This design comes from an exercise in tuning for small area on the open sky130 flow, not from production work.
RTL that was checked went through simulation tests only; none was proved equivalent to the original.
Only the layout flow was run in runs 1 and 5 to 7; the RTL was not checked for function there.
No activity file was given, so power comes from the tool's default toggle rates.

$ cat design/flow/design.v
module clockdivider(input logic clock,
                    input logic reset,
                    output logic pe);
always @(posedge clock)
	pe <= ~(pe | reset);
endmodule
module clock_divider_1Hz (input logic clock,
                          input logic reset,
                          output logic tick,
                          output logic tick2);
reg [16:0] c;
reg [6:0] k;    
assign tick = ~c[0] & c[1] & ~c[3] & c[4] & ~c[5] & c[6] & c[7] & ~c[8] & c[9] &
              c[10] & ~c[11] & ~c[12] & c[13] & ~c[14] & c[16];
assign tick2 = tick & k[6] & k[5] & k[1] & k[0];    
wire [7:0] kc;
wire [6:0] kn;
assign kc[0] = tick;
genvar i;
for (i = 0; i < 7; i = i + 1) begin : gk
	assign kn[i] = (k[i] ^ kc[i]) & ~tick2;
	assign kc[i+1] = k[i] & kc[i];
end
always @(posedge clock or posedge reset)
begin
	if (reset)
	begin
		c <= 17'h04DA4;
		k <= 7'd0;
	end
	else
	begin
		c <= {c[15:3], c[2] & ~tick, c[1:0], c[16] ^ c[2]};
		k <= kn;
	end
end
endmodule
module fsm_snes (input clk,
                 input reset,
                 input strobe,
                 input data,
                 output [11:0] cs,            
                 output blank_cs,
                 output snes_latch,
                 output snes_clk);
reg [8:0] d;
reg [5:0] hc;
reg [14:0] sr;
reg dbit;
reg blank_r;
assign cs = sr[11:0];
assign blank_cs = blank_r;
wire idle = hc[5] & hc[1];                                     
wire go = idle & strobe;
wire term = d[0] & ~d[1] & d[2] & ~d[4] & ~d[5] & ~d[7] & d[8];  
wire f = term | (idle & ~strobe);                               
assign snes_latch = ~(hc[5] | hc[4] | hc[3] | hc[2] | hc[1]);   
assign snes_clk = ~(hc[0] & ~hc[5] & (hc[4] | hc[3] | hc[2] | hc[1]));  
wire [6:0] hcc;
wire [5:0] hcn;
assign hcc[0] = term;
genvar i;
for (i = 0; i < 6; i = i + 1) begin : gh
	assign hcn[i] = hc[i] ^ hcc[i];
	assign hcc[i+1] = hc[i] & hcc[i];
end
always @(posedge clk or posedge reset)
begin
	if (reset)
	begin
		d <= 9'h001;
		hc <= 6'd34;
	end
	else
	begin
		d <= {d[7:3], d[2] & ~f, d[1], d[0] & ~f, (d[8] ^ d[3]) | f};
		hc <= {hcn[5] & ~go, hcn[4:2], hcn[1] & ~go, hcn[0]};
	end
end
wire capture = term & snes_latch & hc[0];                       
wire load = term & hc[4] & hc[3] & hc[2] & hc[1] & hc[0];       
always @(posedge clk)
	if (capture)
		dbit <= data;
always @(posedge clk or posedge reset)
begin
	if (reset)
	begin
		sr <= 15'd0;
		blank_r <= 1'b1;
	end
	else if (load)
	begin
		sr <= {dbit, sr[14:1]};
		blank_r <= 1'b0;
	end
end
endmodule
module VGA (input logic clk,
            input logic pe,
            input logic reset,
            output logic hsync,
            output logic vsync,
            output logic blank,
            output logic active_draw,
            output logic [9:0] curr_x,
            output logic [8:0] curr_y);
reg [9:0] hq;
reg [9:0] v;
assign blank = hq[9] & hq[8];
wire h_wrap = hq[9] & ~hq[8] & hq[7];              
wire v_wrap = v[9] & v[3] & v[2] & v[0];            
wire vblank = v[9] | (v[8] & v[7] & v[6] & v[5]);   
assign hsync = ~(blank & (hq[7] | (hq[6] & hq[5] & hq[4])) & ~(hq[7] & hq[6] & (hq[5] | hq[4])));
assign vsync = ~(~v[9] & v[8] & v[7] & v[6] & v[5] & ~v[4] & v[3] & ~v[2] & v[1]);  
assign active_draw = ~blank & ~vblank;
assign curr_x = hq;
assign curr_y = v[8:0];
wire hload = reset | (pe & h_wrap);                
wire vinc = pe & h_wrap;
wire vclr = reset | (pe & v_wrap);
wire [10:0] hc, vc;
wire [9:0] hn, vn;
assign hc[0] = pe;
assign vc[0] = vinc;
genvar i;
for (i = 0; i < 10; i = i + 1) begin : g
	assign hn[i] = hq[i] ^ hc[i];
	assign hc[i+1] = hq[i] & hc[i];
	assign vn[i] = (v[i] ^ vc[i]) & ~vclr;
	assign vc[i+1] = v[i] & vc[i];
end
always @(posedge clk)
begin
	hq <= {hn[9] | hload, hn[8] | hload, hn[7] & ~hload, hn[6] | hload, hn[5] | hload,
	       hn[4:0] & {5{~hload}}};
	v <= vn;
end
endmodule
module updn #(parameter W = 4) (input logic [W-1:0] q,
                                input logic en,
                                input logic up_n,
                                input logic dn_n,
                                output logic [W-1:0] n);
wire [W:0] a;
assign a[0] = en & (up_n ^ dn_n);
genvar i;
for (i = 0; i < W; i = i + 1) begin : g
	assign a[i+1] = a[i] & ~(q[i] ^ dn_n);
	assign n[i] = q[i] ^ a[i];
end
endmodule
module sub_r #(parameter W = 10) (input logic [W-1:0] a,
                                  input logic [W-1:0] b,
                                  output logic [W-1:0] d);
wire [W:0] br;
assign br[0] = 1'b0;
genvar i;
for (i = 0; i < W; i = i + 1) begin : g
	assign d[i] = a[i] ^ b[i] ^ br[i];
	assign br[i+1] = (~a[i] & b[i]) | (~(a[i] ^ b[i]) & br[i]);
end
endmodule
module add_r #(parameter W = 10) (input logic [W-1:0] a,
                                  input logic [W-1:0] b,
                                  output logic [W-1:0] s);
wire [W:0] c;
assign c[0] = 1'b0;
genvar i;
for (i = 0; i < W; i = i + 1) begin : g
	assign s[i] = a[i] ^ b[i] ^ c[i];
	assign c[i+1] = (a[i] & b[i]) | ((a[i] ^ b[i]) & c[i]);
end
endmodule
module gt_r #(parameter W = 10) (input logic [W-1:0] a,
                                 input logic [W-1:0] b,
                                 output logic gt);
wire [W:0] g;
assign g[0] = 1'b0;
genvar i;
for (i = 0; i < W; i = i + 1) begin : gg
	assign g[i+1] = (a[i] & ~b[i]) | (~(a[i] ^ b[i]) & g[i]);
end
assign gt = g[W];
endmodule
module rgb_decoder (input logic clk,
                    input logic reset,
                    input logic [11:0] cs,         
                    input logic blank_cs,
                    input logic tick,
                    input logic tick2,
                    input logic blank,
                    input logic [9:0] curr_x,
                    input logic [8:0] curr_y,
                    output logic [3:0] r_out,
                    output logic [3:0] g_out,
                    output logic [3:0] b_out);
reg [9:0] x_pos;
reg [8:0] y_pos;
reg [7:0] size;
reg [3:0] rs, gs, bs;
wire [9:0] xn;
wire [8:0] yn;
wire [7:0] sn;
wire [3:0] rn, gn, bn;
wire t1 = tick & ~blank_cs;
wire t2 = tick2 & ~blank_cs;
updn #(10) ux (.q(x_pos), .en(t1), .up_n(cs[7]), .dn_n(cs[6]), .n(xn));
updn #(9)  uy (.q(y_pos), .en(t1), .up_n(cs[5]), .dn_n(cs[4]), .n(yn));
updn #(8)  us (.q(size), .en(t2), .up_n(cs[3]), .dn_n(cs[2]), .n(sn));
updn #(4)  ur (.q(rs), .en(t2), .up_n(cs[11]), .dn_n(cs[10]), .n(rn));
updn #(4)  ug (.q(gs), .en(t2), .up_n(cs[8]), .dn_n(cs[0]), .n(gn));
updn #(4)  ub (.q(bs), .en(t2), .up_n(cs[9]), .dn_n(cs[1]), .n(bn));
wire [9:0] xl, xr;
wire [8:0] yl, yr;
sub_r #(10) sxl (.a(xn), .b({2'd0, sn}), .d(xl));
add_r #(10) sxr (.a(xn), .b({2'd0, sn}), .s(xr));
sub_r #(9)  syl (.a(yn), .b({1'd0, sn}), .d(yl));
add_r #(9)  syr (.a(yn), .b({1'd0, sn}), .s(yr));
wire c_xl, c_xr, c_yl, c_yr;
gt_r #(10) cxl (.a(curr_x), .b(xl), .gt(c_xl));
gt_r #(10) cxr (.a(xr), .b(curr_x), .gt(c_xr));
gt_r #(9)  cyl (.a(curr_y), .b(yl), .gt(c_yl));
gt_r #(9)  cyr (.a(yr), .b(curr_y), .gt(c_yr));
wire xin = ~blank & c_xl & c_xr;
wire yin = c_yl & c_yr;
always @(posedge clk or posedge reset)
begin
	if (reset)
	begin
		x_pos <= 10'd512;
		y_pos <= 9'd256;
		size <= 8'd20;
		rs <= 4'hF;
		gs <= 4'hF;
		bs <= 4'hF;
		r_out <= 4'd0;
		g_out <= 4'd0;
		b_out <= 4'd0;
	end
	else
	begin
		x_pos <= xn;
		y_pos <= yn;
		size <= sn;
		rs <= rn;
		gs <= gn;
		bs <= bn;
		if (xin)
		begin
			if (yin)
			begin
				r_out <= rn;
				g_out <= gn;
				b_out <= bn;
			end
		end
		else
		begin
			r_out <= 4'd0;
			g_out <= 4'd0;
			b_out <= 4'd0;
		end
	end
end
endmodule
module vga_generator(input logic active_draw,
                     input logic [3:0] r,
                     input logic [3:0] g,
                     input logic [3:0] b,
                     output logic [3:0] r_out,
                     output logic [3:0] g_out,
                     output logic [3:0] b_out);
assign r_out = active_draw ? r : 4'b0000;
assign g_out = active_draw ? g : 4'b0000;
assign b_out = active_draw ? b : 4'b0000;
endmodule
module top_level(input logic clk,
                 input logic strobe,
                 input logic data,
                 input logic reset,
                 output logic snes_latch,
                 output logic snes_clk,
                 output logic v_sync,
                 output logic h_sync,
                 output logic [3:0] r,
                 output logic [3:0] g,
                 output logic [3:0] b);
wire [11:0] cs;
wire blank_cs;
wire pe, active_draw, blank;
wire [9:0] curr_x;
wire [8:0] curr_y;
wire [3:0] r_reg, g_reg, b_reg;
wire tick, tick2;
fsm_snes snes_decode (
	.clk (clk),
	.reset (reset),
	.strobe (strobe),
	.data (data),
	.cs (cs),
	.blank_cs (blank_cs),
	.snes_latch (snes_latch),
	.snes_clk (snes_clk));
clockdivider my_clk_div (
	.clock (clk),
	.reset (reset),
	.pe (pe));
VGA my_VGA (
	.clk (clk),
	.pe (pe),
	.reset (reset),
	.hsync (h_sync),
	.vsync (v_sync),
	.curr_x (curr_x),
	.curr_y (curr_y),
	.blank (blank),
	.active_draw (active_draw));
clock_divider_1Hz my_ticks (
	.clock (clk),
	.reset (reset),
	.tick (tick),
	.tick2 (tick2));
rgb_decoder my_decoder (
	.clk (clk),
	.reset (reset),
	.cs (cs),
	.blank_cs (blank_cs),
	.tick (tick),
	.tick2 (tick2),
	.blank (blank),
	.curr_x (curr_x),
	.curr_y (curr_y),
	.r_out (r_reg),
	.g_out (g_reg),
	.b_out (b_reg));
vga_generator my_generator (
	.active_draw (active_draw),
	.r (r_reg),
	.g (g_reg),
	.b (b_reg),
	.r_out (r),
	.g_out (g),
	.b_out (b));
endmodule
$ cat design/flow/run.sh
#!/bin/bash
# synth_recipe.tcl (not shown) runs the flow's synth.tcl, then flattens the netlist and writes it again
# the make line also repeats each setting of config.mk as NAME=value (left out here)
make -C /OpenROAD-flow-scripts/flow DESIGN_CONFIG=/design/flow/config.mk WORK_HOME=/design/flow/orfs CLKGATE_MAP_FILE= SYNTH_SCRIPT=/design/flow/synth_recipe.tcl finish
$ cat design/flow/config.mk
export PLATFORM = sky130hd
export DESIGN_NAME = top_level
export DESIGN_NICKNAME = top_level
export VERILOG_FILES = /design/flow/design.v
export SDC_FILE = /design/flow/constraint.sdc
export NUM_CORES = 4
export LEC_CHECK = 0
export CAP_MARGIN = 20
export CORE_MARGIN = 2
export CORE_UTILIZATION = 40
export SLEW_MARGIN = 20
$ cat design/flow/constraint.sdc
create_clock -name core_clock -period 10.0 [get_ports {clk}]
set_input_delay 2.0000 -clock core_clock [delete_from_list [all_inputs] [get_ports {clk}]]
set_output_delay 2.0000 -clock core_clock [all_outputs]
set_load 0.01 [all_outputs]
==> flow_summary_export.csv, run 1 <==
group,metric,value,unit
critical_path,cp_common_cell,"fa_1",
critical_path,crit_fanout,21,
sta,tightestPinTransition,0.807,ns
global_route,antenna_found_initial,0,
clocking,clock_path_buffers,2,
power,power-per-cell-area,150,nW/µm²
finish,syn_to_final_growth,14.7,%
drt,vias,4752,
critical_path,cp.required,10.32,ns
floorplanning,start_util,0.409,
synthesis,synth-simple-area-share,0.143,
critical_path,critPathTopFamily,"adder cells",
clocking,clock_sinks,128,
clocking,cts_resized,0,
critical_path,max_stage_delay,0.52,ns
drt,drtIter0Drc,221,
sta,drv_slew,0,
sta,period_minus_slack,7.27,ns
sta,hold_violations,0,
clocking,cts_tree,"yes",
synthesis,syn_area,7370,µm²
sta,period_share,0.727,
power,worst_ir_drop_vdd,0.171,mV
power,leakagePower,4.01,nW
finish,drive_above_1_share,0.139,
synthesis,synth-compound-area-share,0.0700,
clocking,insertion_delay,0.42,ns
floorplanning,dieArea,19500,µm²
drt,drt-pass1-iter-count,4,
placed_design,hpwlAfterDp,10600,µm
synthesis,ys_ff_latch,128,
critical_path,crit_buf_inv,3,
finish,diodes,0,
synthesis,synth_common_cells,"79 x dfrtp_1, 69 x ha_1, 63 x inv_1",
power,power.total,1.27,mW
critical_path,crit_arrival,7.59,ns
synthesis,synthMuxAreaShare,0.0284,
drt,viasPerCell,5.18,
synthesis,synth_top_family_by_area,"adder cells",
floorplanning,die_h,140,µm
clocking,cts_inserted_buffers,17,
finish,nNetsFinal,777,
synthesis,ys_warn_count,5,
placed_design,io_buffers,19,
global_route,grt_pass1_wl,24100,µm
critical_path,path_cells,"or4b_4 -> nor4_4 -> buf_4 -> nand2_2 -> nor2_1 -> xor2_1 -> ha_1 -> fa_1 -> inv_1 -> fa_1 -> fa_1 -> fa_1 -> fa_1 -> fa_1 -> fa_1 -> xor2_1 -> ha_1 -> a2111oi_0 -> o21ai_0 -> buf_4 -> and3_1 -> a211oi_1",
global_route,grt_max_degree,61,
global_route,grt_overflow,0,
synthesis,async_flop_share,0.828,
clocking,post-cts-setup-buffers,0,
sta,rsz0062_at_grt,"no",
sta,finalSetupViolCount,0,
clocking,root_buffer,"clkbuf_16",
synthesis,synthXorXnorAreaFrac,0.0975,
sta,finClkSkew,0.00673,ns
synthesis,synthMostInstantiatedCell,"dfrtp_1",
synthesis,synthAdderAreaFrac,0.193,
floorplanning,rows,49,
sta,slew_headroom,0.460,
critical_path,worst-setup-path-type,"register to register",
synthesis,ys_dominant_reg_cell,"dfrtp_1",
synthesis,syn_nets,752,
floorplanning,io_pins,20,
drt,wl_per_cell,15.1,µm
synthesis,avgSynthCellArea,11.3,µm²
placed_design,postPlaceCellArea,7810,µm²
synthesis,yosysTopAreaCell,"dfrtp_1",
synthesis,synth_top_area_frac,0.268,
clocking,cts_hold_buf,0,
finish,post-route-util,0.469,
status,status,"finished clean",
worst_hold_path,hold_path_class,"register to register",
synthesis,ys_seq_area_frac,0.426,
sta,fin_tns_setup,0,ns
finish,final_cell_area,8450,µm²
floorplanning,core-area,18000,µm²
synthesis,synth.area.top_cells,"dfrtp_1 27%, ha_1 12%, dfstp_2 9.6%",
clocking,clk_pin_slew,0.06,ns
sta,fmax,138,MHz
sta,timing.hold.ws,0.354,ns
critical_path,startpoint_type,"register",
drt,drc,0,
placed_design,place_congestion,0.838,
synthesis,synthCells,651,
synthesis,ys_types,57,
critical_path,cp_slowest_cell,"dfstp_2",
floorplanning,die_w,140,µm
critical_path,endpoint_kind,"register",
global_route,grt.total_usage,0.153,
synthesis,synth_edf_count,1,
run,max-cap-violations,0,
clocking,htree_levels,4,
drt,finalWirelength,13900,µm
global_route,grt_pass1_vias,5083,
drt,ant_nets,0,
[placed cells by master (no fill, tap or decap), drive strengths merged, types with 15 or more instances in the layout]
master	n
a31oi	15
and2	39
clkbuf	18
clkdlybuf4s50	19
dfrtp	79
dfstp	27
dfxtp	21
fa	28
ha	69
inv	66
mux2	15
nand2	22
nand3	16
xnor2	36
xor2	46
[layer usage]
metal | GRT usage | wire length [µm]
met2 | 0.264 | 6860
met1 | 0.190 | 6420
met5 | 0 | 0
met3 | 0.0396 | 346
met4 | 0.0458 | 250
[sequential cells by signal (all words and copies together), names as in the netlist, 6 cells and up]
name and flops:
my_VGA.v 10, my_VGA.hq 10, my_ticks.c 17, my_ticks.k 7
snes_decode.hc 6, snes_decode.sr 15, my_decoder.size 8, my_decoder.y_pos 9
snes_decode.d 9, my_decoder.x_pos 10
[through the flow]
step                cells  setup slack (ns)
floorplan             651              3.43
global placement      885              2.83
detailed placement    886              2.73
CTS                   918              2.72
global route          918              2.20
finish                918              2.73
[cells by family (layout without fill, tap and decap cells)]
kind of cell | after synthesis | after routing
xor+xnor | 82 | 82
flops | 128 | 128
compound gates | 75 | 75
simple gates | 170 | 170
mux | 19 | 19
buf+inv | 80 | 118
fa+ha+maj | 97 | 97
[cell type report]
type / count / area, µm²
timing repair buffer: 23 / 220
inverter: 63 / 239
fill: 1667 / 9570
clock inverter: 14 / 203
tap: 229 / 287
multi-input combinational: 443 / 3930
clock buffer: 18 / 439
sequential: 128 / 3140
[final timing paths]
path                                 from  slack [ns]  cells after the start             endpoint
max                         my_ticks.c[7]        2.73                     22  my_decoder.r_out[0]
min                        my_ticks.c[15]        0.35                      0       my_ticks.c[16]
max reg2reg                 my_ticks.c[7]        2.73                     22  my_decoder.r_out[0]
min reg2reg                my_ticks.c[15]        0.35                      0       my_ticks.c[16]
max in group asynchronous           reset        6.62                      3   my_decoder.size[0]
min in group asynchronous           reset        2.21                      2  my_decoder.x_pos[7]
[power breakdown]
part / leakage [nW] / switching (mW) / internal [mW]
clock network: 0.311 / 0.240 / 0.427
logic: 2.16 / 0.0236 / 0.0203
registers: 1.54 / 0.0154 / 0.545
==> run 2: changes to the inputs <==
--- a/design/flow/design.v
+++ b/design/flow/design.v
@@ -103,5 +103,5 @@
             output logic vsync,
             output logic blank,
-            output logic active_draw,
+            output logic active_next,    
             output logic [9:0] curr_x,
             output logic [8:0] curr_y);
@@ -111,8 +111,6 @@
 wire h_wrap = hq[9] & ~hq[8] & hq[7];              
 wire v_wrap = v[9] & v[3] & v[2] & v[0];            
-wire vblank = v[9] | (v[8] & v[7] & v[6] & v[5]);   
 assign hsync = ~(blank & (hq[7] | (hq[6] & hq[5] & hq[4])) & ~(hq[7] & hq[6] & (hq[5] | hq[4])));
 assign vsync = ~(~v[9] & v[8] & v[7] & v[6] & v[5] & ~v[4] & v[3] & ~v[2] & v[1]);  
-assign active_draw = ~blank & ~vblank;
 assign curr_x = hq;
 assign curr_y = v[8:0];
@@ -131,8 +129,10 @@
 	assign vc[i+1] = v[i] & vc[i];
 end
+wire [9:0] hqn = {hn[9] | hload, hn[8] | hload, hn[7] & ~hload, hn[6] | hload, hn[5] | hload,
+                  hn[4:0] & {5{~hload}}};
+assign active_next = ~(hqn[9] & hqn[8]) & ~(vn[9] | (vn[8] & vn[7] & vn[6] & vn[5]));
 always @(posedge clk)
 begin
-	hq <= {hn[9] | hload, hn[8] | hload, hn[7] & ~hload, hn[6] | hload, hn[5] | hload,
-	       hn[4:0] & {5{~hload}}};
+	hq <= hqn;
 	v <= vn;
 end
@@ -191,4 +191,5 @@
                     input logic tick2,
                     input logic blank,
+                    input logic active_next,
                     input logic [9:0] curr_x,
                     input logic [8:0] curr_y,
@@ -223,6 +224,13 @@
 gt_r #(9)  cyl (.a(curr_y), .b(yl), .gt(c_yl));
 gt_r #(9)  cyr (.a(yr), .b(curr_y), .gt(c_yr));
-wire xin = ~blank & c_xl & c_xr;
+wire xin = ~blank & active_next & c_xl & c_xr;
 wire yin = c_yl & c_yr;
+wire [11:0] pix;
+vga_generator my_generator (
+	.x_in (xin),
+	.y_in (yin),
+	.sprite ({rn, gn, bn}),
+	.cur ({r_out, g_out, b_out}),
+	.nxt (pix));
 always @(posedge clk or posedge reset)
 begin
@@ -235,7 +243,5 @@
 		gs <= 4'hF;
 		bs <= 4'hF;
-		r_out <= 4'd0;
-		g_out <= 4'd0;
-		b_out <= 4'd0;
+		{r_out, g_out, b_out} <= 12'd0;
 	end
 	else
@@ -247,32 +253,14 @@
 		gs <= gn;
 		bs <= bn;
-		if (xin)
-		begin
-			if (yin)
-			begin
-				r_out <= rn;
-				g_out <= gn;
-				b_out <= bn;
-			end
-		end
-		else
-		begin
-			r_out <= 4'd0;
-			g_out <= 4'd0;
-			b_out <= 4'd0;
-		end
+		{r_out, g_out, b_out} <= pix;
 	end
 end
 endmodule
-module vga_generator(input logic active_draw,
-                     input logic [3:0] r,
-                     input logic [3:0] g,
-                     input logic [3:0] b,
-                     output logic [3:0] r_out,
-                     output logic [3:0] g_out,
-                     output logic [3:0] b_out);
-assign r_out = active_draw ? r : 4'b0000;
-assign g_out = active_draw ? g : 4'b0000;
-assign b_out = active_draw ? b : 4'b0000;
+module vga_generator(input logic x_in,
+                     input logic y_in,
+                     input logic [11:0] sprite,
+                     input logic [11:0] cur,
+                     output logic [11:0] nxt);
+assign nxt = x_in ? (y_in ? sprite : cur) : 12'd0;
 endmodule
 module top_level(input logic clk,
@@ -289,8 +277,7 @@
 wire [11:0] cs;
 wire blank_cs;
-wire pe, active_draw, blank;
+wire pe, active_next, blank;
 wire [9:0] curr_x;
 wire [8:0] curr_y;
-wire [3:0] r_reg, g_reg, b_reg;
 wire tick, tick2;
 fsm_snes snes_decode (
@@ -316,5 +303,5 @@
 	.curr_y (curr_y),
 	.blank (blank),
-	.active_draw (active_draw));
+	.active_next (active_next));
 clock_divider_1Hz my_ticks (
 	.clock (clk),
@@ -330,14 +317,7 @@
 	.tick2 (tick2),
 	.blank (blank),
+	.active_next (active_next),
 	.curr_x (curr_x),
 	.curr_y (curr_y),
-	.r_out (r_reg),
-	.g_out (g_reg),
-	.b_out (b_reg));
-vga_generator my_generator (
-	.active_draw (active_draw),
-	.r (r_reg),
-	.g (g_reg),
-	.b (b_reg),
 	.r_out (r),
 	.g_out (g),
==> design/flow/flow/run.sh (new file) <==
#!/bin/bash
# Standard layout (the standard.sh: standard synthesis, floorplan, placement,
# routing) with two changes passed to ORFS through its environment variables:
#  - clock tree: small clock buffers and no dummy loads at the tree's leaves;
#  - port buffers: the smallest buffer cell instead of the default choice.
set -euo pipefail
export CTS_ARGS="-sink_clustering_enable -repair_clock_nets -dont_use_dummy_load -buf_list sky130_fd_sc_hd__clkbuf_8"
export BUFFER_PORTS_ARGS="-buffer_cell sky130_fd_sc_hd__buf_1"
bash standard.sh finish > flow_make.log 2>&1
==> design/flow/standard.sh (new file) <==
#!/bin/bash
# synth_recipe.tcl (not shown) runs the flow's synth.tcl, then flattens the netlist and writes it again
# the make line also repeats each setting of config.mk as NAME=value (left out here)
make -C /OpenROAD-flow-scripts/flow DESIGN_CONFIG=/design/flow/config.mk WORK_HOME=/design/flow/orfs CLKGATE_MAP_FILE= SYNTH_SCRIPT=/design/flow/synth_recipe.tcl "${@:-finish}"
removed: design/flow/run.sh
==> flow_summary_export.csv, run 2 <==
group,metric,value,unit
clocking,cts_inserted_buffers,17,
worst_hold_path,hold_path_class,"register to register",
finish,multi_input_area,4060,µm²
drt,vias,4733,
clocking,cts_resized,0,
drt,viasPerCell,5.21,
floorplanning,rows,50,
floorplanning,die_h,141,µm
synthesis,synthMostInstantiatedCell,"dfrtp_1",
drt,drtIter0Drc,176,
critical_path,endpoint_kind,"register",
finish,nNetsFinal,777,
clocking,post-cts-setup-buffers,0,
sta,rsz0062_at_grt,"no",
clocking,insertion_delay,0.45,ns
finish,final_common_cell,"dfrtp_1",
sta,fin_ws,2.97,ns
clocking,cts_hold_buf,0,
global_route,antenna_found_initial,0,
finish,reg.largest.list,"my_ticks.c x17, snes_decode.sr x15",
power,power.total,0.922,mW
synthesis,synth_edf_count,1,
sta,drv_slew,0,
synthesis,syn_area,7500,µm²
sta,period_share,0.703,
power,worst_ir_drop_vdd,0.116,mV
critical_path,worst-setup-path-type,"register to register",
clocking,root_buffer,"clkbuf_8",
global_route,grt_pass1_wl,24800,µm
drt,drc,0,
finish,drive_above_1_share,0.139,
clocking,clk_pin_slew,0.07,ns
finish,fill_cells,1743,
drt,wl_per_cell,16.1,µm
finish,largest_register_ffs,17,
clocking,htree_levels,4,
global_route,grt_pass1_vias,4931,
sta,finalSetupViolCount,0,
power,power-per-cell-area,114,nW/µm²
finish,largest-register,"my_ticks.c",
sta,tightestPinTransition,0.930,ns
synthesis,synth_top_area_frac,0.264,
sta,fin_tns_setup,0,ns
clocking,clock_sinks,128,
drt,finalWirelength,14700,µm
critical_path,crit_arrival,7.37,ns
drt,drt-pass1-iter-count,4,
synthesis,async_flop_share,0.828,
placed_design,place_congestion,0.847,
critical_path,cp.required,10.34,ns
synthesis,ys_warn_count,5,
sta,slew_headroom,0.376,
synthesis,avgSynthCellArea,11.5,µm²
finish,layout_common_cells,"79 x dfrtp_1, 69 x ha_1, 64 x inv_1",
sta,hold_violations,0,
synthesis,synth_common_cells,"79 x dfrtp_1, 69 x ha_1, 65 x inv_1",
drt,ant_nets,0,
global_route,grt_max_degree,61,
synthesis,synth.area.top_cells,"dfrtp_1 26%, ha_1 12%, dfstp_2 9.5%",
placed_design,dp_slack,2.98,ns
run,max-cap-violations,0,
floorplanning,io_pins,20,
placed_design,io_buffers,19,
placed_design,hpwlAfterDp,11100,µm
synthesis,yosysTopAreaCell,"dfrtp_1",
synthesis,ys_dominant_reg_cell,"dfrtp_1",
global_route,grt.total_usage,0.160,
critical_path,startpoint_type,"register",
synthesis,syn_nets,752,
finish,syn_to_final_growth,7.34,%
clocking,cts_tree,"yes",
finish,ff_latch_area,3140,µm²
synthesis,ys_ff_latch,128,
power,leakagePower,3.75,nW
floorplanning,core-area,18600,µm²
floorplanning,start_util,0.404,
floorplanning,die_w,141,µm
synthesis,ys_types,68,
clocking,clock_path_buffers,2,
sta,fmax,142,MHz
critical_path,crit_fanout,17,
sta,period_minus_slack,7.03,ns
synthesis,synthCells,651,
synthesis,ys_seq_area_frac,0.418,
global_route,grt_overflow,0,
sta,finClkSkew,0.0348,ns
floorplanning,dieArea,19900,µm²
status,status,"finished clean",
finish,diodes,0,
-- run 2: worst max-delay path, cell delays in order, from the launching register on --
cell and delay, ns:
dfstp_2 0.55, nor4b_4 0.25, nand4_4 0.39, or2_1 0.45, nor2_1 0.16, xor2_1 0.40
ha_1 0.25, fa_1 0.16, inv_1 0.05, fa_1 0.37, fa_1 0.38, fa_1 0.39
fa_1 0.42, fa_1 0.43, fa_1 0.41, xnor2_1 0.15, ha_1 0.21, a2111oi_0 0.35
o21ai_1 0.39, and3_1 0.45, a211oi_1 0.31
-- run 2: power by group --
group          internal (mW)  switching, mW
logic                 0.0155         0.0226
registers              0.545         0.0170
clock network          0.149          0.173
total                  0.709          0.212
-- run 2: through the flow --
step	instance area, µm²	cells	utilization	hold WS [ns]
global route	8050	908	0.433	0.373
detailed placement	7820	891	0.421	0.338
CTS	8050	908	0.433	0.367
global placement	7820	891	0.421	0.336
floorplan	7500	651	-	0.331
finish	8050	908	0.433	0.365
-- run 2: path summary, 6_finish.rpt --
| path | start | to | slack [ns] | cells past startpoint |
|---|---|---|---|---|
| max | my_ticks.c[10] | my_decoder.r_out[2] | 2.97 | 20 |
| min | my_ticks.c[7] | my_ticks.c[8] | 0.37 | 0 |
| max reg2reg | my_ticks.c[10] | my_decoder.r_out[2] | 2.97 | 20 |
| min reg2reg | my_ticks.c[7] | my_ticks.c[8] | 0.37 | 0 |
| max in group asynchronous | reset | my_decoder.x_pos[5] | 7.00 | 3 |
| min in group asynchronous | reset | my_decoder.size[0] | 1.83 | 2 |
-- run 2: area by class of cell --
type	count	area share
Multi-Input combinational cell	443	0.504
Sequential cell	128	0.390
Tap cell	234	0.0364
Inverter	65	0.0306
Clock buffer	17	0.0291
Timing Repair Buffer	21	0.0107
-- run 2: cell families (layout without fill, tap and decap cells) --
kind of cell    count (synthesis)  in the layout  synth area share
xor+xnor                       75             75            0.0876
fa+ha+maj                      97             97             0.190
compound gates                 83             83            0.0821
mux                            19             19            0.0280
flops                         128            128             0.418
buf+inv                        80            103            0.0412
simple gates                  169            169             0.153
-- run 2: per-layer routing --
layer	vias to the layer above	wire length [µm]	GRT usage
li1	2320	-	-
met1	2352	6960	0.209
met2	45	7130	0.264
met3	16	369	0.0404
met4	0	189	0.0489
met5	-	0	0
==> run 3: changes to the inputs <==
==> design/flow/flow/run.sh (replaced) <==
#!/bin/bash
# The standard layout (standard.sh: standard synthesis, floorplan, placement,
# routing) with these changes:
#  - after the floorplan step, combinational cells get their smallest drive strength
#    (flow/downsize.tcl); placement and routing repair size up what needs it;
#  - clock tree: clkbuf_4 and clkbuf_8 buffers, and no dummy loads at the tree's leaves;
#  - port buffers: the smallest buffer cell.
# Each tool's output goes to a log file here.
set -euo pipefail
export CTS_ARGS="-sink_clustering_enable -repair_clock_nets -dont_use_dummy_load -buf_list \"sky130_fd_sc_hd__clkbuf_4 sky130_fd_sc_hd__clkbuf_8\""
export BUFFER_PORTS_ARGS="-buffer_cell sky130_fd_sc_hd__buf_1"
bash standard.sh floorplan > flow_make_floorplan.log 2>&1
export RES=orfs/results/$FLOW_PLATFORM/top_level/base
openroad -no_init -exit flow/downsize.tcl > flow_downsize.log 2>&1
bash standard.sh finish > flow_make_finish.log 2>&1
==> design/flow/flow/downsize.tcl (new file) <==
# Give every combinational cell of the synthesized netlist the smallest drive strength
# of its kind; the later repair steps size up whatever then needs more drive.
read_db $::env(RES)/2_floorplan.odb
set db [ord::get_db]
set n 0
foreach inst [[ord::get_db_block] getInsts] {
  set mn [[$inst getMaster] getName]
  if {![regexp {^(sky130_fd_sc_hd__[a-z0-9]+)_([0-9]+)$} $mn -> base drv]} { continue }
  if {[regexp {df|dl|clk|tap|fill|decap|conb|diode} $base]} { continue }
  foreach d {0 1 2} {
    if {$d >= $drv} { break }
    set m [$db findMaster ${base}_$d]
    if {$m ne "NULL" && $m ne ""} {
      if {[$inst swapMaster $m]} { incr n }
      break
    }
  }
}
puts "downsized $n cells"
write_db $::env(RES)/2_floorplan.odb
==> flow_summary_export.csv, run 3 <==
group,metric,value,unit
synthesis,synth.area.top_cells,"dfrtp_1 26%, ha_1 12%, dfstp_2 9.5%",
placed_design,place_congestion,0.844,
synthesis,ys_ff_latch,128,
global_route,antenna_found_initial,0,
synthesis,synth_common_cells,"79 x dfrtp_1, 69 x ha_1, 65 x inv_1",
drt,finalWirelength,14200,µm
finish,layout_common_cells,"79 x dfrtp_1, 69 x ha_1, 64 x inv_1",
power,power.total,0.919,mW
sta,period_minus_slack,7.24,ns
floorplanning,start_util,0.404,
sta,fin_ws,2.76,ns
floorplanning,io_pins,20,
power,power-per-cell-area,117,nW/µm²
sta,hold_violations,0,
sta,slew_headroom,0.419,
critical_path,startpoint_type,"register",
clocking,cts_tree,"yes",
global_route,grt_pass1_wl,24800,µm
clocking,cts_hold_buf,0,
clocking,root_buffer,"clkbuf_8",
synthesis,ys_types,68,
finish,syn_to_final_growth,5.04,%
clocking,cts_inserted_buffers,17,
status,status,"finished clean",
critical_path,timing.reg2reg.setup_slack,2.76,ns
drt,wl_per_cell,15.7,µm
global_route,grt_max_degree,70,
sta,fin_tns_setup,0,ns
finish,reg.largest.list,"my_ticks.c x17, snes_decode.sr x15",
power,worst_ir_drop_vdd,0.0955,mV
sta,timing.hold.ws,0.352,ns
clocking,clock_sinks,128,
clocking,cts_resized,0,
clocking,insertion_delay,0.44,ns
critical_path,cp_common_cell,"fa_1",
finish,fill_cells,1748,
synthesis,synth_edf_count,1,
clocking,clk_pin_slew,0.07,ns
drt,ant_nets,0,
synthesis,synthMostInstantiatedCell,"dfrtp_1",
synthesis,synth_top_area_frac,0.264,
sta,period_share,0.724,
critical_path,path_cells,"nor4b_1 -> nand4_1 -> or2_0 -> nor2_1 -> xor2_1 -> ha_1 -> fa_1 -> inv_1 -> fa_1 -> fa_1 -> fa_1 -> fa_1 -> fa_1 -> fa_1 -> xnor2_1 -> ha_1 -> a2111oi_0 -> o21ai_0 -> buf_4 -> and3_1 -> a211oi_1",
critical_path,cp.required,10.34,ns
sta,fmax,138,MHz
synthesis,async_flop_share,0.828,
sta,tightestPinTransition,0.872,ns
sta,finClkSkew,0.0278,ns
synthesis,syn_nets,752,
clocking,post-cts-setup-buffers,0,
placed_design,dp_slack,2.73,ns
synthesis,avgSynthCellArea,11.5,µm²
worst_hold_path,hold_path_class,"register to register",
floorplanning,core-area,18600,µm²
global_route,grt.total_usage,0.158,
finish,nNetsFinal,778,
critical_path,max_stage_delay,0.65,ns
synthesis,syn_area,7500,µm²
floorplanning,rows,50,
run,max-cap-violations,0,
drt,drt-pass1-iter-count,4,
power,leakagePower,3.71,nW
critical_path,cp_slowest_cell,"nand4_1",
synthesis,ys_warn_count,5,
drt,vias,4763,
finish,diodes,0,
synthesis,ys_seq_area_frac,0.418,
global_route,grt_overflow,0,
finish,largest-register,"my_ticks.c",
floorplanning,die_h,141,µm
critical_path,endpoint_kind,"register",
sta,finalSetupViolCount,0,
global_route,grt_pass1_vias,4993,
sta,rsz0062_at_grt,"no",
drt,drc,0,
critical_path,crit_arrival,7.58,ns
clocking,clock_path_buffers,2,
synthesis,yosysTopAreaCell,"dfrtp_1",
floorplanning,die_w,141,µm
finish,largest_register_ffs,17,
synthesis,ys_dominant_reg_cell,"dfrtp_1",
critical_path,crit_fanout,17,
sta,drv_slew,0,
critical_path,worst-setup-path-type,"register to register",
finish,drive_above_1_share,0.0711,
placed_design,io_buffers,19,
finish,final_common_cell,"dfrtp_1",
synthesis,synthCells,651,
placed_design,hpwlAfterDp,10800,µm
drt,viasPerCell,5.24,
drt,drtIter0Drc,329,
clocking,htree_levels,4,
floorplanning,dieArea,19900,µm²
==> run 3: stage by stage <==
stage	std cells	util	area, µm²
4_1_cts	909	0.424	7880
3_3_place_gp	892	0.411	7640
6_report	909	0.424	7880
3_5_place_dp	892	0.411	7640
2_1_floorplan	651	-	7500
5_1_grt	909	0.424	7880
==> run 3: worst paths after layout <==
check,startpoint,endpoint,cells after the start
setup / recovery,my_ticks.c[10],my_decoder.b_out[0],21
hold / removal,my_ticks.c[15],my_ticks.c[16],0
setup reg to reg,my_ticks.c[10],my_decoder.b_out[0],21
hold reg to reg,my_ticks.c[15],my_ticks.c[16],0
max in group asynchronous,reset,my_decoder.size[3],3
min in group asynchronous,reset,my_ticks.k[0],2
==> run 3: cell type report <==
class / instances / area [µm²] / share of cell area
well taps: 234 / 293 / 0.0372
repair buffers: 22 / 93.8 / 0.0119
clock buffers: 17 / 234 / 0.0297
inverters: 65 / 246 / 0.0313
flip-flops and latches: 128 / 3140 / 0.398
multi-input cells: 443 / 3870 / 0.492
==> run 3: logic make-up (layout without fill, tap and decap cells) <==
| group | count (synthesis) | count (layout) | synth area share |
|---|---|---|---|
| xor gates and xnor gates | 75 | 75 | 0.0876 |
| adders and majority gates | 97 | 97 | 0.190 |
| and+or+nand+nor | 169 | 169 | 0.153 |
| AOI/OAI and AO/OA | 83 | 83 | 0.0821 |
| DFF | 128 | 128 | 0.418 |
| muxes | 19 | 19 | 0.0280 |
| buffers and inverters | 80 | 104 | 0.0412 |
==> run 3: where the power goes <==
| part | leakage, nW | internal (mW) | switching, mW |
|---|---|---|---|
| registers | 1.54 | 0.545 | 0.0159 |
| clock network | 0.122 | 0.149 | 0.171 |
| logic | 2.04 | 0.0150 | 0.0225 |
| total | 3.71 | 0.709 | 0.210 |
==> run 3: layer usage <==
layer / GRT usage / routed length (µm)
met2: 0.261 / 6980
met1: 0.208 / 6730
met5: 0 / 0
met4: 0.0416 / 103
met3: 0.0391 / 430
==> run 3: critical path: cells and delay by family (launching register included) <==
family / cells / cell delay (ns)
xor+xnor: 2 / 0.52
flops: 1 / 0.55
compound gates: 3 / 0.86
simple gates: 5 / 1.86
fa+ha+maj: 9 / 3.06
buf+inv: 2 / 0.28
==> run 4: changes to the inputs <==
==> design/flow/flow/run.sh (replaced) <==
#!/bin/bash
# The standard layout (standard.sh: standard synthesis, floorplan, placement,
# routing) with these changes:
#  - after the floorplan step, combinational cells get their smallest drive strength
#    (flow/downsize.tcl); placement and routing repair size up what needs it;
#  - clock tree: clkbuf_8 buffers only, and no dummy loads at the tree's leaves;
#  - port buffers: the smallest buffer cell.
# Each tool's output goes to a log file here.
set -euo pipefail
export CTS_ARGS="-sink_clustering_enable -repair_clock_nets -dont_use_dummy_load -buf_list sky130_fd_sc_hd__clkbuf_8"
export BUFFER_PORTS_ARGS="-buffer_cell sky130_fd_sc_hd__buf_1"
bash standard.sh floorplan > flow_make_floorplan.log 2>&1
export RES=orfs/results/$FLOW_PLATFORM/top_level/base
openroad -no_init -exit flow/downsize.tcl > flow_downsize.log 2>&1
bash standard.sh finish > flow_make_finish.log 2>&1
==> flow_summary_export.csv, run 4 <==
group,metric,value,unit
critical_path,cp_slowest_cell,"nand4_1",
synthesis,synth-compound-area-share,0.0821,
drt,drt-pass1-iter-count,4,
power,leakagePower,3.71,nW
sta,rsz0062_at_grt,"no",
sta,timing.hold.ws,0.352,ns
sta,tightestPinTransition,0.872,ns
clocking,post-cts-setup-buffers,0,
critical_path,worst-setup-path-type,"register to register",
drt,ant_nets,0,
finish,fill_cells,1748,
global_route,grt_pass1_wl,24800,µm
sta,hold_violations,0,
synthesis,syn_area,7500,µm²
global_route,grt_max_degree,70,
synthesis,synth_common_cells,"79 x dfrtp_1, 69 x ha_1, 65 x inv_1",
critical_path,path_cells,"nor4b_1 -> nand4_1 -> or2_0 -> nor2_1 -> xor2_1 -> ha_1 -> fa_1 -> inv_1 -> fa_1 -> fa_1 -> fa_1 -> fa_1 -> fa_1 -> fa_1 -> xnor2_1 -> ha_1 -> a2111oi_0 -> o21ai_0 -> buf_4 -> and3_1 -> a211oi_1",
clocking,insertion_delay,0.44,ns
sta,drv_slew,0,
floorplanning,die_h,141,µm
finish,largest-register,"my_ticks.c",
sta,finClkSkew,0.0278,ns
synthesis,ys_dominant_reg_cell,"dfrtp_1",
synthesis,synthCells,651,
clocking,clk_pin_slew,0.07,ns
synthesis,async_flop_share,0.828,
placed_design,io_buffers,19,
finish,stdcell_count,909,
sta,fmax,138,MHz
finish,largest_register_ffs,17,
floorplanning,die_w,141,µm
synthesis,synthMostInstantiatedCell,"dfrtp_1",
synthesis,ys_ff_latch,128,
power,intPower,0.709,mW
placed_design,dp_cells,892,
floorplanning,io_pins,20,
power,p_sw,0.210,mW
critical_path,crit_buf_inv,2,
synthesis,syn_nets,752,
drt,drtIter0Drc,329,
drt,viasPerCell,5.24,
global_route,grt_overflow,0,
global_route,antenna_found_initial,0,
drt,wl_per_cell,15.7,µm
critical_path,crit_arrival,7.58,ns
synthesis,synth_edf_count,1,
finish,final_common_cell,"dfrtp_1",
power,worst_ir_drop_vdd,0.0955,mV
sta,fin_tns_setup,0,ns
synthesis,ys_types,68,
placed_design,place_congestion,0.844,
global_route,grt_pass1_vias,4993,
sta,finalSetupViolCount,0,
power,switching_share,0.228,
sta,period_share,0.724,
power,seqPwrFrac,0.610,
floorplanning,core-area,18600,µm²
synthesis,synthXorXnorAreaFrac,0.0876,
drt,finalWirelength,14200,µm
finish,diodes,0,
synthesis,avgSynthCellArea,11.5,µm²
synthesis,synth_top_family_by_area,"adder cells",
critical_path,startpoint_type,"register",
synthesis,synthMuxAreaShare,0.0280,
power,power-per-cell-area,117,nW/µm²
status,status,"finished clean",
clocking,cts_hold_buf,0,
power,power.total,0.919,mW
power,p_clk_frac,0.349,
finish,layout_common_cells,"79 x dfrtp_1, 69 x ha_1, 64 x inv_1",
clocking,clock_path_buffers,2,
critical_path,cp.required,10.34,ns
critical_path,max_stage_delay,0.65,ns
finish,nNetsFinal,778,
synthesis,synthAdderAreaFrac,0.190,
clocking,cts_resized,0,
finish,reg.largest.list,"my_ticks.c x17, snes_decode.sr x15",
floorplanning,rows,50,
synthesis,yosysTopAreaCell,"dfrtp_1",
synthesis,ys_warn_count,5,
critical_path,crit_fanout,17,
drt,vias,4763,
worst_hold_path,hold_path_class,"register to register",
synthesis,ys_seq_area_frac,0.418,
clocking,cts_inserted_buffers,17,
finish,drive_above_1_share,0.0711,
finish,syn_to_final_growth,5.04,%
finish,final_cell_area,7880,µm²
sta,fin_ws,2.76,ns
finish,post-route-util,0.424,
floorplanning,start_util,0.404,
synthesis,synth-simple-area-share,0.153,
clocking,cts_tree,"yes",
critical_path,endpoint_kind,"register",
power,p_comb_frac,0.041,
drt,drc,0,
clocking,clock_sinks,128,
global_route,grt.total_usage,0.158,
synthesis,synth_top_area_frac,0.264,
sta,period_minus_slack,7.24,ns
sta,slew_headroom,0.419,
placed_design,dp_slack,2.73,ns
run,max-cap-violations,0,
synthesis,synth.area.top_cells,"dfrtp_1 26%, ha_1 12%, dfstp_2 9.5%",
critical_path,cp_common_cell,"fa_1",
clocking,root_buffer,"clkbuf_8",
clocking,htree_levels,4,
floorplanning,dieArea,19900,µm²
placed_design,hpwlAfterDp,10800,µm
critical_path,critPathTopFamily,"adder cells",
placed_design,postPlaceCellArea,7640,µm²
[run 4: cell counts in the layout (fill, tap and decap cells not counted)]
Identical to the previous run, type by type.
[run 4: final cells by class]
cell class                 count  area, µm²  area share
timing repair buffer          22       93.8      0.0119
inverter                      65        246      0.0313
multi-input combinational    443       3870       0.492
clock buffer                  17        234      0.0297
sequential                   128       3140       0.398
tap                          234        293      0.0372
[run 4: worst reg2reg max path, cell delays in order (launching register included)]
cell and delay [ns]:
dfstp_2 0.55, nor4b_1 0.22, nand4_1 0.65, or2_0 0.53, nor2_1 0.16, xor2_1 0.37, ha_1 0.25, fa_1 0.16
inv_1 0.05, fa_1 0.38, fa_1 0.38, fa_1 0.41, fa_1 0.42, fa_1 0.43, fa_1 0.41, xnor2_1 0.15
ha_1 0.22, a2111oi_0 0.36, o21ai_0 0.20, buf_4 0.23, and3_1 0.31, a211oi_1 0.30
[run 4: worst paths after layout]
path,start,end,slack (ns),cells past startpoint
max reg2reg,my_ticks.c[10],my_decoder.b_out[0],2.76,21
max,my_ticks.c[10],my_decoder.b_out[0],2.76,21
min in group asynchronous,reset,my_ticks.k[0],1.76,2
min,my_ticks.c[15],my_ticks.c[16],0.35,0
min reg2reg,my_ticks.c[15],my_ticks.c[16],0.35,0
max in group asynchronous,reset,my_decoder.size[3],7.00,3
[run 4: logic make-up (layout without fill, tap and decap cells)]
kind of cell	Yosys count	count (layout)
simple gates	169	169
flops	128	128
fa+ha+maj	97	97
compound gates	83	83
buf+inv	80	104
xor+xnor	75	75
mux	19	19
[run 4: layer usage]
metal	up-vias	GRT usage	wire [µm]
met5	-	0	0
met4	0	0.0416	103
met3	9	0.0391	430
met2	59	0.261	6980
met1	2369	0.208	6730
li1	2326	-	-
[run 4: power groups by stage]
stage / Sequential (mW) / Clock (mW) / Combinational [mW]
2_1_floorplan: 0.565 / 0 / 0.0289
3_3_place_gp: 0.568 / 0 / 0.0372
3_5_place_dp: 0.570 / 0 / 0.0386
4_1_cts: 0.561 / 0.333 / 0.0390
5_1_grt: 0.563 / 0.356 / 0.0433
6_report: 0.561 / 0.320 / 0.0376
==> run 5: changes to the inputs <==
--- a/design/flow/design.v
+++ b/design/flow/design.v
@@ -19,5 +19,5 @@
 genvar i;
 for (i = 0; i < 7; i = i + 1) begin : gk
-	assign kn[i] = (k[i] ^ kc[i]) & ~tick2;
+	assign kn[i] = (k[i] ^ kc[i]) & ~(tick2 | reset);
 	assign kc[i+1] = k[i] & kc[i];
 end
@@ -25,14 +25,10 @@
 begin
 	if (reset)
-	begin
 		c <= 17'h04DA4;
-		k <= 7'd0;
-	end
 	else
-	begin
 		c <= {c[15:3], c[2] & ~tick, c[1:0], c[16] ^ c[2]};
-		k <= kn;
-	end
 end
+always @(posedge clock)
+	k <= kn;
 endmodule
 module fsm_snes (input clk,
--- a/design/flow/config.mk
+++ b/design/flow/config.mk
@@ -8,4 +8,5 @@
 export CAP_MARGIN = 20
 export CORE_MARGIN = 2
-export CORE_UTILIZATION = 40
+export CORE_UTILIZATION = 70
+export PLACE_DENSITY = 0.8
 export SLEW_MARGIN = 20
==> flow_summary_export.csv, run 5 <==
group,metric,value,unit
finish,final_common_cell,"dfrtp_1",
clocking,cts_hold_buf,0,
sta,period_minus_slack,6.86,ns
synthesis,ys_warn_count,5,
synthesis,ys_dominant_reg_cell,"dfrtp_1",
run,max-cap-violations,0,
synthesis,synth_edf_count,1,
sta,period_share,0.686,
floorplanning,die_w,107,µm
finish,layout_common_cells,"72 x dfrtp_1, 69 x ha_1, 64 x inv_1",
finish,largest-register,"my_ticks.c",
synthesis,synthMostInstantiatedCell,"dfrtp_1",
critical_path,cp.required,10.29,ns
finish,drive_above_1_share,0.0742,
clocking,cts_resized,0,
floorplanning,start_util,0.717,
drt,vias,4853,
finish,stdcell_count,810,
synthesis,synth_top_area_frac,0.244,
sta,tightestPinTransition,0.781,ns
clocking,clock_sinks,128,
placed_design,place_congestion,0.790,
finish,post-route-util,0.752,
clocking,post-cts-setup-buffers,0,
floorplanning,dieArea,11400,µm²
synthesis,avgSynthCellArea,11.4,µm²
sta,slew_headroom,0.475,
clocking,clk_pin_slew,0.07,ns
critical_path,crit_fanout,10,
critical_path,crit_arrival,7.14,ns
synthesis,synth.area.top_cells,"dfrtp_1 24%, ha_1 12%, dfstp_2 9.6%",
global_route,grt_pass1_wl,23600,µm
clocking,insertion_delay,0.43,ns
clocking,htree_levels,4,
drt,wl_per_cell,16.9,µm
finish,syn_to_final_growth,4.92,%
worst_hold_path,hold_path_class,"register to register",
finish,largest_register_ffs,17,
floorplanning,rows,37,
clocking,clock_path_buffers,2,
clocking,cts_tree,"yes",
sta,fin_tns_setup,0,ns
drt,drt-pass1-iter-count,5,
finish,nNetsFinal,777,
global_route,grt_pass1_vias,5084,
synthesis,async_flop_share,0.773,
power,worst_ir_drop_vdd,0.128,mV
sta,rsz0062_at_grt,"no",
clocking,root_buffer,"clkbuf_8",
finish,reg.largest.list,"my_ticks.c x17, snes_decode.sr x15",
critical_path,endpoint_kind,"register",
drt,ant_nets,0,
global_route,grt.total_usage,0.267,
synthesis,synth_common_cells,"72 x dfrtp_1, 69 x ha_1, 65 x inv_1",
sta,timing.hold.ws,0.337,ns
critical_path,startpoint_type,"register",
synthesis,ys_types,60,
sta,drv_slew,0,
sta,hold_violations,0,
synthesis,synthCells,649,
sta,fmax,146,MHz
placed_design,dp_cells,792,
global_route,antenna_found_initial,0,
power,power.total,0.912,mW
sta,finalSetupViolCount,0,
clocking,cts_inserted_buffers,17,
floorplanning,io_pins,20,
synthesis,syn_area,7370,µm²
drt,drtIter0Drc,276,
global_route,grt_max_degree,57,
critical_path,worst-setup-path-type,"register to register",
synthesis,ys_seq_area_frac,0.421,
synthesis,syn_nets,750,
drt,drc,0,
placed_design,io_buffers,19,
finish,diodes,0,
finish,fill_cells,718,
synthesis,ys_ff_latch,128,
synthesis,yosysTopAreaCell,"dfrtp_1",
power,leakagePower,3.68,nW
status,status,"finished clean",
drt,finalWirelength,13700,µm
power,power-per-cell-area,118,nW/µm²
floorplanning,core-area,10300,µm²
floorplanning,die_h,107,µm
sta,finClkSkew,0.0191,ns
placed_design,hpwlAfterDp,10400,µm
drt,viasPerCell,5.99,
global_route,grt_overflow,0,
run 5: changes by cell type in the layout (fill, tap and decap cells not counted), sizes merged, moves of 3 or more:
cell	previous run	this run
and2	21	27
dfrtp	79	72
dfxtp	21	28
nor2	22	18
nor2b	13	7
nor3	18	21
run 5: routing by layer:
metal	wire length, µm	vias to the layer above	GRT usage
met2	6920	97	0.447
li1	-	2311	-
met1	5980	2416	0.343
met5	0	-	0
met4	342	0	0.109
met3	438	29	0.0523
run 5: kinds of logic after synthesis:
family / Yosys count / synth area share
simple gates: 162 / 0.141
flops: 128 / 0.421
fa+ha+maj: 97 / 0.193
compound gates: 87 / 0.0847
buf+inv: 81 / 0.0423
xor+xnor: 75 / 0.0891
mux: 19 / 0.0285
run 5: area by class of cell:
class / count / area, µm² / share of cell area
Timing Repair Buffer: 24 / 109 / 0.0141
Tap cell: 136 / 170 / 0.0220
Multi-Input combinational cell: 440 / 3870 / 0.501
Clock buffer: 17 / 234 / 0.0303
Sequential cell: 128 / 3100 / 0.401
Inverter: 65 / 246 / 0.0319
run 5: power breakdown:
part           internal, mW  switching, mW  total, mW  leakage [nW]
Clock                 0.149          0.163      0.312         0.122
Combinational        0.0155         0.0243     0.0398          2.06
Sequential            0.544         0.0159      0.560          1.50
run 5: worst paths after layout:
kind / from / endpoint / slack (ns) / cells after the start
setup / recovery: my_ticks.c[10] / my_decoder.b_out[2] / 3.14 / 24
hold / removal: snes_decode.d[6] / snes_decode.d[7] / 0.34 / 0
setup reg to reg: my_ticks.c[10] / my_decoder.b_out[2] / 3.14 / 24
hold reg to reg: snes_decode.d[6] / snes_decode.d[7] / 0.34 / 0
max in group asynchronous: reset / my_decoder.g_out[3] / 7.13 / 3
min in group asynchronous: reset / my_ticks.c[13] / 1.81 / 2
run 5: stage by stage:
| stage | setup slack [ns] | area [µm²] |
|---|---|---|
| 6_report | 3.14 | 7730 |
| 5_1_grt | 2.59 | 7730 |
| 4_1_cts | 3.10 | 7720 |
| 3_5_place_dp | 3.15 | 7490 |
| 3_3_place_gp | 3.33 | 7490 |
| 2_1_floorplan | 3.80 | 7370 |
run 5: worst max-delay path, cell delays in order, from the launching register on:
cell and delay (ns):
dfstp_2 0.55, nor4b_1 0.24, nand4_1 0.24, nand2b_1 0.28, nor2_1 0.16, xor2_1 0.16, ha_1 0.23, inv_1 0.07
fa_1 0.18, inv_1 0.06, fa_1 0.42, fa_1 0.42, fa_1 0.43, fa_1 0.43, fa_1 0.43, fa_1 0.40
ha_1 0.21, xor2_1 0.16, ha_1 0.24, or4_1 0.40, a211oi_1 0.21, o21ai_0 0.12, o211ai_1 0.27, clkbuf_4 0.33
a211oi_1 0.06
==> run 6: changes to the inputs <==
--- a/design/flow/flow/run.sh
+++ b/design/flow/flow/run.sh
@@ -4,9 +4,9 @@
 #  - after the floorplan step, combinational cells get their smallest drive strength
 #    (flow/downsize.tcl); placement and routing repair size up what needs it;
-#  - clock tree: clkbuf_8 buffers only, and no dummy loads at the tree's leaves;
+#  - clock tree: clkbuf_4 buffers only, and no dummy loads at the tree's leaves;
 #  - port buffers: the smallest buffer cell.
 # Each tool's output goes to a log file here.
 set -euo pipefail
-export CTS_ARGS="-sink_clustering_enable -repair_clock_nets -dont_use_dummy_load -buf_list sky130_fd_sc_hd__clkbuf_8"
+export CTS_ARGS="-sink_clustering_enable -repair_clock_nets -dont_use_dummy_load -buf_list sky130_fd_sc_hd__clkbuf_4"
 export BUFFER_PORTS_ARGS="-buffer_cell sky130_fd_sc_hd__buf_1"
 bash standard.sh floorplan > flow_make_floorplan.log 2>&1
==> flow_summary_export.csv, run 6 <==
group,metric,value,unit
finish,fill_cells,733,
sta,rsz0062_at_grt,"no",
power,switching_share,0.232,
critical_path,crit_fanout,15,
power,power.total,0.828,mW
clocking,clk_pin_slew,0.11,ns
synthesis,ys_warn_count,5,
worst_hold_path,holdCritStartpoint,"snes_decode.d[6]",
power,intPower,0.636,mW
sta,finClkSkew,0.0303,ns
critical_path,crit_arrival,7.21,ns
floorplanning,dieArea,11400,µm²
global_route,grt_pass1_wl,23500,µm
finish,reg.largest.list,"my_ticks.c x17, snes_decode.sr x15",
clocking,htree_levels,4,
synthesis,avgSynthCellArea,11.4,µm²
floorplanning,core-area,10300,µm²
global_route,antenna_found_initial,1,
finish,drive_above_1_share,0.0742,
sta,fin_tns_setup,0,ns
finish,syn_to_final_growth,3.51,%
finish,nNetsFinal,777,
synthesis,ys_seq_area_frac,0.421,
clocking,post-cts-setup-buffers,0,
critical_path,timing.reg2reg.setup_slack,3.16,ns
power,worst_ir_drop_vdd,0.178,mV
global_route,grt_max_degree,57,
synthesis,synth_edf_count,1,
synthesis,synth_common_cells,"72 x dfrtp_1, 69 x ha_1, 65 x inv_1",
drt,drc,0,
clocking,root_buffer,"clkbuf_4",
sta,drv_slew,0,
global_route,grt.total_usage,0.266,
critical_path,worst-setup-path-type,"register to register",
drt,ant_nets,0,
clocking,clock_path_buffers,2,
sta,timing.hold.ws,0.331,ns
clocking,cts_tree,"yes",
power,p_sw,0.192,mW
critical_path,timing.critical_path.to,"my_decoder.r_out[0]",
power,p_clk_frac,0.278,
sta,finalSetupViolCount,0,
sta,hold_violations,0,
critical_path,endpoint_kind,"register",
synthesis,syn_area,7370,µm²
sta,period_share,0.684,
drt,finalWirelength,13600,µm
sta,period_minus_slack,6.84,ns
finish,final_common_cell,"dfrtp_1",
global_route,grt_overflow,0,
synthesis,synthCells,649,
power,leakagePower,3.64,nW
floorplanning,start_util,0.717,
sta,tightestPinTransition,0.783,ns
finish,largest-register,"my_ticks.c",
placed_design,place_congestion,0.790,
power,power-per-cell-area,109,nW/µm²
finish,largest_register_ffs,17,
finish,final_cell_area,7630,µm²
floorplanning,io_pins,20,
clocking,insertion_delay,0.52,ns
critical_path,timing.rr.end,"my_decoder.r_out[0]",
drt,drt-pass1-iter-count,4,
drt,wl_per_cell,16.7,µm
critical_path,cp.required,10.38,ns
floorplanning,die_w,107,µm
placed_design,io_buffers,19,
sta,fmax,146,MHz
placed_design,hpwlAfterDp,10400,µm
sta,slew_headroom,0.477,
status,status,"finished clean",
power,p_comb_frac,0.047,
clocking,cts_hold_buf,0,
drt,drtIter0Drc,284,
synthesis,synth_top_area_frac,0.244,
placed_design,postPlaceCellArea,7490,µm²
clocking,cts_inserted_buffers,17,
synthesis,syn_nets,750,
critical_path,reg2reg_depth,24,
synthesis,ys_dominant_reg_cell,"dfrtp_1",
run,max-cap-violations,0,
synthesis,ys_ff_latch,128,
clocking,cts_resized,0,
clocking,clock_sinks,128,
finish,layout_common_cells,"72 x dfrtp_1, 69 x ha_1, 64 x inv_1",
drt,vias,4833,
synthesis,synthMostInstantiatedCell,"dfrtp_1",
synthesis,yosysTopAreaCell,"dfrtp_1",
floorplanning,rows,37,
synthesis,ys_types,60,
critical_path,startpoint,"my_ticks.k[6]",
drt,viasPerCell,5.96,
worst_hold_path,hold_path_class,"register to register",
synthesis,synth.area.top_cells,"dfrtp_1 24%, ha_1 12%, dfstp_2 9.6%",
critical_path,startpoint_type,"register",
synthesis,async_flop_share,0.773,
floorplanning,die_h,107,µm
critical_path,r2r_start,"my_ticks.k[6]",
power,seqPwrFrac,0.675,
global_route,grt_pass1_vias,5079,
[run 6: cell types whose count changed in the layout (fill, tap and decap cells not counted)]
cell / before / now
diode_2: 0 / 1
clkbuf_4: 1 / 18
clkbuf_8: 17 / 0
[run 6: kinds of logic after synthesis]
group                    share of synthesized area
AND/OR/NAND/NOR                              0.141
flip-flops                                   0.421
adder cells (fa/ha/maj)                      0.193
AO/OA/AOI/OAI                               0.0847
buffers and inverters                       0.0423
XOR/XNOR                                    0.0891
multiplexers                                0.0285
[run 6: power by group through the flow]
| stage | registers [mW] | logic (mW) | clock network, mW |
|---|---|---|---|
| floorplan | 0.565 | 0.0293 | 0 |
| global route | 0.563 | 0.0448 | 0.261 |
| finish | 0.559 | 0.0391 | 0.230 |
| detailed placement | 0.569 | 0.0403 | 0 |
| global placement | 0.568 | 0.0379 | 0 |
| CTS | 0.559 | 0.0403 | 0.242 |
[run 6: critical path, stage by stage (launching register included)]
cell and delay (ns):
dfxtp_1 0.37, nand4_1 0.53, inv_1 0.25, nand2b_1 0.16, nor2_1 0.16, xor2_1 0.16, ha_1 0.23, inv_1 0.07
fa_1 0.16, inv_1 0.05, fa_1 0.42, fa_1 0.42, fa_1 0.43, fa_1 0.43, fa_1 0.43, fa_1 0.40
ha_1 0.21, xor2_1 0.16, ha_1 0.24, or4_1 0.40, a211oi_1 0.21, o21ai_0 0.12, o211ai_1 0.27, clkbuf_4 0.33
a211oi_1 0.06
[run 6: cell type report]
class | instances | area, µm² | share of cell area
Inverter | 65 | 246 | 0.0323
Sequential cell | 128 | 3100 | 0.407
Antenna cell | 1 | 2.50 | 0.000328
Clock buffer | 17 | 128 | 0.0167
Tap cell | 136 | 170 | 0.0223
Timing Repair Buffer | 24 | 109 | 0.0143
Multi-Input combinational cell | 440 | 3870 | 0.507
[run 6: worst min-delay path by stage]
stage / endpoint / cells after the start
2_1_floorplan: my_ticks.c[16] / 0
3_3_place_gp: snes_decode.d[7] / 0
3_5_place_dp: my_ticks.c[16] / 0
4_1_cts: snes_decode.d[7] / 0
5_1_grt: snes_decode.d[7] / 0
6_report: snes_decode.d[7] / 0
[run 6: metal layers]
metal / global-route usage / up-vias / wire (µm)
li1: - / 2321 / -
met1: 0.340 / 2415 / 6060
met2: 0.451 / 76 / 6880
met3: 0.0498 / 21 / 338
met4: 0.104 / 0 / 297
met5: 0 / - / 0
[run 6: through the flow]
stage | cells | worst slack [ns] | utilization
after CTS | 809 | 3.12 | 0.741
after floorplan | 649 | 3.80 | -
after global placement | 792 | 3.33 | 0.729
after detailed placement | 792 | 3.15 | 0.729
final | 811 | 3.16 | 0.742
after global routing | 811 | 2.64 | 0.742
==> run 7: changes to the inputs <==
--- a/design/flow/config.mk
+++ b/design/flow/config.mk
@@ -6,4 +6,5 @@
 export NUM_CORES = 4
 export LEC_CHECK = 0
+export ABC_AREA = 1
 export CAP_MARGIN = 20
 export CORE_MARGIN = 2
==> flow_summary_export.csv, run 7 <==
group,metric,value,unit
finish,largest-register,"my_ticks.c",
critical_path,reg2reg_depth,27,
status,status,"finished clean",
synthesis,synth_common_cells,"182 x inv_1, 163 x nand2_1, 72 x dfrtp_1",
critical_path,crit_buf_inv,4,
global_route,grt_overflow,0,
critical_path,max_stage_delay,0.54,ns
critical_path,endpoint_kind,"register",
sta,finalSetupViolCount,0,
critical_path,crit_arrival,7.20,ns
sta,slew_headroom,0.497,
critical_path,cp_num_cells,27,
finish,multi_input_area,3430,µm²
global_route,grt_pass1_vias,5267,
critical_path,cp_common_cell,"nand2_1",
sta,period_share,0.681,
synthesis,ys_types,38,
drt,viasPerCell,5.10,
floorplanning,rows,37,
global_route,grt.total_usage,0.260,
finish,diodes,0,
drt,drc,0,
clocking,htree_levels,4,
critical_path,cp.required,10.39,ns
global_route,grt_max_degree,52,
clocking,clk_pin_slew,0.09,ns
sta,tightestPinTransition,0.746,ns
placed_design,dp_cells,973,
finish,nNetsFinal,957,
finish,ff_latch_area,3100,µm²
placed_design,io_buffers,19,
critical_path,worst-setup-path-type,"register to register",
finish,reg.largest.list,"my_ticks.c x17, snes_decode.sr x15",
synthesis,ys_warn_count,5,
synthesis,ys_ff_latch,128,
critical_path,timing.reg2reg.setup_slack,3.19,ns
finish,fill_cells,804,
drt,ant_nets,0,
synthesis,synthMostInstantiatedCell,"inv_1",
clocking,root_buffer,"clkbuf_4",
worst_hold_path,hold_depth,0,
synthesis,syn_nets,928,
finish,stdcell_count,990,
clocking,cts_hold_buf,0,
finish,largest_register_ffs,17,
finish,syn_to_final_growth,3.10,%
sta,timing.hold.ws,0.363,ns
sta,rsz0062_at_grt,"no",
sta,fin_tns_setup,0,ns
synthesis,synthCells,827,
power,leakagePower,3.69,nW
drt,drtIter0Drc,321,
power,power.total,0.767,mW
floorplanning,core-area,10300,µm²
drt,vias,5047,
floorplanning,start_util,0.718,
clocking,post-cts-setup-buffers,0,
synthesis,async_flop_share,0.773,
synthesis,synth_top_area_frac,0.244,
run,max-cap-violations,0,
clocking,cts_inserted_buffers,17,
global_route,antenna_found_initial,0,
clocking,cts_resized,0,
critical_path,startpoint_type,"register",
floorplanning,die_w,107,µm
clocking,clock_path_buffers,2,
sta,fmax,147,MHz
critical_path,crit_fanout,13,
sta,hold_violations,0,
finish,post-route-util,0.741,
placed_design,place_congestion,0.840,
clocking,clock_sinks,128,
critical_path,cp_slowest_cell,"dfstp_2",
floorplanning,io_pins,20,
drt,wl_per_cell,13.3,µm
finish,final_common_cell,"inv_1",
synthesis,avgSynthCellArea,8.93,µm²
synthesis,ys_dominant_reg_cell,"dfrtp_1",
synthesis,yosysTopAreaCell,"dfrtp_1",
power,worst_ir_drop_vdd,0.116,mV
power,power-per-cell-area,101,nW/µm²
sta,period_minus_slack,6.81,ns
floorplanning,die_h,107,µm
sta,finClkSkew,0.0344,ns
sta,drv_slew,0,
placed_design,hpwlAfterDp,10200,µm
synthesis,syn_area,7380,µm²
worst_hold_path,hold_path_class,"register to register",
floorplanning,dieArea,11400,µm²
synthesis,synth_edf_count,1,
clocking,insertion_delay,0.54,ns
drt,drt-pass1-iter-count,5,
finish,layout_common_cells,"182 x inv_1, 171 x nand2_1, 72 x dfrtp_1",
synthesis,synth.area.top_cells,"dfrtp_1 24%, ha_1 12%, dfstp_2 9.6%",
drt,finalWirelength,13200,µm
global_route,grt_pass1_wl,23100,µm
critical_path,critPathTopFamily,"adder cells",
clocking,cts_tree,"yes",
finish,drive_above_1_share,0.0550,
synthesis,ys_seq_area_frac,0.420,
[run 7: routing by layer]
| layer | vias to the layer above | wire length [µm] | global-route usage | part of all wire |
|---|---|---|---|---|
| met5 | - | 0 | 0 | 0 |
| met2 | 48 | 6610 | 0.444 | 0.50 |
| li1 | 2565 | - | - | - |
| met4 | 0 | 158 | 0.0724 | 0.012 |
| met3 | 17 | 333 | 0.0717 | 0.025 |
| met1 | 2417 | 6050 | 0.327 | 0.46 |
[run 7: kinds of logic after synthesis]
family,after synthesis,synth area share
multiplexers,1,0.00153
buffers and inverters,195,0.0995
AO/OA/AOI/OAI,45,0.0349
XOR/XNOR,50,0.0644
AND/OR/NAND/NOR,311,0.187
adder cells (fa/ha/maj),97,0.193
flip-flops,128,0.420
[run 7: final cells by class]
cell class / instances / share of cell area
well taps: 136 / 0.0224
clock buffers: 17 / 0.0168
repair buffers: 21 / 0.0118
flip-flops and latches: 128 / 0.407
inverters: 184 / 0.0911
multi-input cells: 504 / 0.451
[run 7: per-stage QoR]
stage	worst slack (ns)	cell area (µm²)
3_5_place_dp	3.23	7480
3_3_place_gp	3.58	7470
5_1_grt	2.61	7610
4_1_cts	3.21	7610
6_report	3.19	7610
2_1_floorplan	4.31	7380
[run 7: worst paths after layout]
path | from | to
worst max-delay path | my_ticks.c[10] | my_decoder.g_out[1]
worst min-delay path | my_ticks.c[15] | my_ticks.c[16]
worst max register to register | my_ticks.c[10] | my_decoder.g_out[1]
worst min register to register | my_ticks.c[15] | my_ticks.c[16]
max in group asynchronous | reset | my_ticks.c[0]
min in group asynchronous | reset | snes_decode.d[8]
[run 7: report_power, final]
group,switching (mW),internal (mW),leakage [nW]
logic,0.0121,0.00282,2.10
registers,0.00124,0.518,1.51
clock network,0.155,0.0774,0.0782

separate check: timing with driven ports:
The flow's constraints put no driver on any port. The routed layouts listed below were extracted and timed again, unchanged, in two steps.
Step 1 assumes that a clkbuf_16 drives the clock port and a buf_2 every other input.
Step 2 times the ports against the registers' clock, not the clock port: input delays grow and output delays shrink by t, the midpoint of the rising clock arrivals with the driver on.
Three values: ideal ports, drivers, drivers and shift; two values: the first two.
run | t (ns) | setup slack, ns | latest minus earliest clock arrival (ns) | slew at the worst register clock pin (ns) | cell pins on the clock port's net
run 1 | 0.455 | 2.730 / 2.730 / 2.730 | 0.007 / 0.007 | 0.06 / 0.06 | 1
run 2 | 0.469 | 2.975 / 2.975 / 2.975 | 0.036 / 0.036 | 0.08 / 0.08 | 1
run 3 | 0.462 | 2.764 / 2.764 / 2.764 | 0.028 / 0.028 | 0.08 / 0.08 | 1
run 4 | 0.462 | 2.764 / 2.764 / 2.764 | 0.028 / 0.028 | 0.08 / 0.08 | 1
run 5 | 0.458 | 3.143 / 3.143 / 3.143 | 0.020 / 0.021 | 0.07 / 0.07 | 1
run 6 | 0.544 | 3.163 / 3.163 / 3.163 | 0.031 / 0.031 | 0.11 / 0.11 | 1
run 7 | 0.557 | 3.188 / 3.188 / 3.188 | 0.034 / 0.035 | 0.11 / 0.11 | 1
After both steps every run listed still meets setup and hold.
